This design comes from an exercise in tuning for small area, a short achievable clock period and few clock cycles on the open sky130 flow, not from production work. Where RTL was checked, it was by simulation tests only, not by an equivalence proof against the original. Power figures rest on the tool's default switching activity, not on a simulated workload.

==> flow/design.v (excerpt) <==
module DALU(
	clk,
	rst,
	in_valid,
	instruction,
	out_valid,
	out
);
export LEC_CHECK = 0
export ABC_AREA = 1
export CAP_MARGIN = 20
export CORE_MARGIN = 2
export CORE_UTILIZATION = 40
export SLEW_MARGIN = 20
create_clock -name core_clock -period 10.0 [get_ports {clk}]
standard.sh (not shown) runs the stock make flow with config.mk's settings and CLKGATE_MAP_FILE= SYNTH_SCRIPT=/design/flow/synth_recipe.tcl, a recipe that flattens the netlist after the stock synthesis.
==> flow/flow/run.sh <==
#!/bin/bash
# The standard layout, with the input and output ports buffered by buf_2
# cells instead of the default buffer cell.
set -euo pipefail
bash standard.sh "BUFFER_PORTS_ARGS=-buffer_cell sky130_fd_sc_hd__buf_2" finish > standard_flow.log 2>&1
Change:
Settings changed: ABC_AREA 1 to default, CORE_UTILIZATION 40 to 70.
Outcome:
- setup slack loses 0.49 ns
- clock skew does not change
- utilization went up by 32 points
Change:
Settings changed: CORE_UTILIZATION 70 to 40.
Sequential share of layout area is lower by 0.33 points; sequential power hardly moves; cell count rose by 10%; count of clock-buffer cells in the layout does not change; total power rises by 5.2%; area after synthesis does not change; flip-flop and latch count stays the same; global-route usage came out lower by 11 points.
Change:
==> flow/run.sh (new file) <==
#!/bin/bash
# synth_recipe.tcl (not shown) runs the flow's synth.tcl, then flattens the netlist and writes it again
# the make line also repeats each setting of config.mk as NAME=value (left out here)
make -C /OpenROAD-flow-scripts/flow DESIGN_CONFIG=/design/flow/config.mk WORK_HOME=/design/flow/orfs CLKGATE_MAP_FILE= SYNTH_SCRIPT=/design/flow/synth_recipe.tcl finish
removed: flow/flow/run.sh
removed: flow/standard.sh
- routed wire length rose by about 3.2%
- power is higher by about 7%
- worst setup slack got worse by 0.37 ns
Change:
==> flow/flow/run.sh (new file) <==
#!/bin/bash
# The standard layout, with the ports buffered by buf_2 cells and timing
# repair aiming for setup slack beyond the requirement.
set -euo pipefail
bash standard.sh "BUFFER_PORTS_ARGS=-buffer_cell sky130_fd_sc_hd__buf_2" \
	SETUP_SLACK_MARGIN=4.5 finish > standard_flow.log 2>&1
==> flow/standard.sh (new file) <==
#!/bin/bash
# synth_recipe.tcl (not shown) runs the flow's synth.tcl, then flattens the netlist and writes it again
# the make line also repeats each setting of config.mk as NAME=value (left out here)
make -C /OpenROAD-flow-scripts/flow DESIGN_CONFIG=/design/flow/config.mk WORK_HOME=/design/flow/orfs CLKGATE_MAP_FILE= SYNTH_SCRIPT=/design/flow/synth_recipe.tcl "${@:-finish}"
removed: flow/run.sh
Effect:
- power rose by 12%
- setup slack gets better by 0.72 ns
- design area is higher by 9.3%
- sequential share of layout area decreases by 0.64 points
- global-route usage rises by 0.26 points
- combinational power is higher by 19%
- via count went up by 4.9%
- clock skew is unchanged
Change:
==> flow/flow/run.sh (replaced) <==
#!/bin/bash
# The standard layout, with the ports buffered by buf_2 cells and timing
# repair aiming for setup slack beyond the requirement by sizing cells only.
set -euo pipefail
bash standard.sh "BUFFER_PORTS_ARGS=-buffer_cell sky130_fd_sc_hd__buf_2" \
	SETUP_SLACK_MARGIN=4.5 SETUP_MOVE_SEQUENCE=sizeup,swap finish > standard_flow.log 2>&1
Effect: Routed wire length falls by 7.3%. Worst setup slack is about the same. Final area went down by 5.6%. Sequential cell count is unchanged. Total power shrinks by 8.1%.
No run of this note included a check of the RTL's function; only the layout flow was run.

---

DALU, a different RTL version from the one above (not shown whole).
For scale: about 500 cells after synthesis, about 22 flip-flops, roughly 39 I/O pins.
Settings: LEC_CHECK=0, CAP_MARGIN=20, CORE_MARGIN=2, CORE_UTILIZATION=40, SLEW_MARGIN=20; clock period 10.0 ns.
==> flow/flow/run.sh <==
#!/bin/bash
# The standard layout, with the ports buffered by buf_1 cells and timing
# repair aiming for setup slack beyond the requirement by sizing cells only.
set -euo pipefail
bash standard.sh "BUFFER_PORTS_ARGS=-buffer_cell sky130_fd_sc_hd__buf_1" \
	SETUP_SLACK_MARGIN=4.4 SETUP_MOVE_SEQUENCE=sizeup,swap finish > standard_flow.log 2>&1
The first run finished with timing, DRC and antenna clean.
Testbench counts at the start, summed over its fixed seeds: cycles 32,000.
Change:
==> flow/flow/run.sh (replaced) <==
#!/bin/bash
# The standard layout, with the ports buffered by buf_2 cells and timing
# repair aiming for setup slack beyond the requirement (sizeup,swap,buffer).
set -euo pipefail
bash standard.sh "BUFFER_PORTS_ARGS=-buffer_cell sky130_fd_sc_hd__buf_2" \
	SETUP_SLACK_MARGIN=4.4 SETUP_MOVE_SEQUENCE=sizeup,swap,buffer finish > standard_flow.log 2>&1
Settings changed: CORE_UTILIZATION 40 to 70.
The changed run ran to the end with no violations.
Clock power decreases by 24%.
Sequential share of layout area increases by 0.27 points.
Power decreases by about 1.8%.
Core utilization increases by 33 points.
Global-route usage increases by 10 points.
Cell area decreases by about 1%.
Area after synthesis stays the same.
Change:
==> flow/flow/run.sh (replaced) <==
#!/bin/bash
# The standard layout, with the ports buffered by buf_2 cells and timing
# repair aiming for setup slack beyond the requirement by sizing cells only.
set -euo pipefail
bash standard.sh "BUFFER_PORTS_ARGS=-buffer_cell sky130_fd_sc_hd__buf_2" \
	SETUP_SLACK_MARGIN=4.7 SETUP_MOVE_SEQUENCE=sizeup,swap finish > standard_flow.log 2>&1
Settings changed: CORE_UTILIZATION 70 to 40.
Result: The new run passed the timing, DRC and antenna checks; sequential cell count is unchanged; cell area grows by about 2.6%; total power grows by about 2%; global-route usage shrinks by 9.7 points; combinational power hardly moves.
Change:
==> flow/flow/run.sh (replaced) <==
#!/bin/bash
# The standard layout, with the ports buffered by buf_1 cells and timing
# repair aiming for setup slack beyond the requirement (sizeup,swap).
set -euo pipefail
bash standard.sh "BUFFER_PORTS_ARGS=-buffer_cell sky130_fd_sc_hd__buf_1" \
	SETUP_SLACK_MARGIN=4.4 SETUP_MOVE_SEQUENCE=sizeup,swap finish > standard_flow.log 2>&1
Settings changed: CORE_UTILIZATION 40 to 70.
Maximum frequency hardly moves.
Area after synthesis stays the same.
Die area fell by well over a third.
Total power went down by a few percent.
Combinational power fell by a few percent.
Global-route usage goes up by 11 points.

[separate check: timing with driven ports]
The flow's constraints put no driver on any port. The routed layouts listed below were extracted and timed again, unchanged, in two steps. Step 1: set_driving_cell puts a clkbuf_16 on clk and a buf_2 on each other input, an assumption about the parent block. Step 2 times the ports against the registers' clock, not the clock port: input delays grow and output delays shrink by t, the midpoint of the rising clock arrivals with the driver on. a / b / c = ideal / step 1 / step 2; a / b = the first two.
| run | t (ns) | setup WS [ns] | hold slack, ns | worst setup path at the end |
|---|---|---|---|---|
| the first run of note 1 | 0.288 | 4.179 / 4.146 / 4.388 | 0.510 / 0.510 / 0.510 | input to register |
| the second run of note 1 | 0.285 | 3.692 / 3.668 / 3.766 | 0.680 / 0.680 / 0.680 | input to register |
| the third run of note 1 | 0.286 | 3.714 / 3.681 / 3.788 | 0.647 / 0.647 / 0.647 | input to register |
| the fourth run of note 1 | 0.289 | 3.341 / 3.308 / 3.089 | 0.644 / 0.644 / 0.644 | input to register |
| the fifth run of note 1 | 0.290 | 4.057 / 4.025 / 4.316 | 0.573 / 0.573 / 0.573 | register to output |
| the sixth run of note 1 | 0.289 | 4.057 / 4.027 / 4.229 | 0.572 / 0.572 / 0.572 | input to register |
| the first run of note 2 | 0.285 | 4.440 / 4.414 / 4.264 | 0.512 / 0.512 / 0.512 | input to register |
| the second run of note 2 | 0.287 | 4.503 / 4.478 / 4.323 | 0.515 / 0.515 / 0.515 | input to register |
| the third run of note 2 | 0.286 | 4.502 / 4.475 / 4.290 | 0.521 / 0.521 / 0.521 | input to register |
| the fourth run of note 2 | 0.285 | 4.487 / 4.461 / 4.208 | 0.509 / 0.509 / 0.509 | input to register |
After both steps every run listed still meets setup and hold. The setup slack of the fourth run of note 2, which loses most, moves by -0.026 ns with the drivers and by -0.279 ns with both steps.
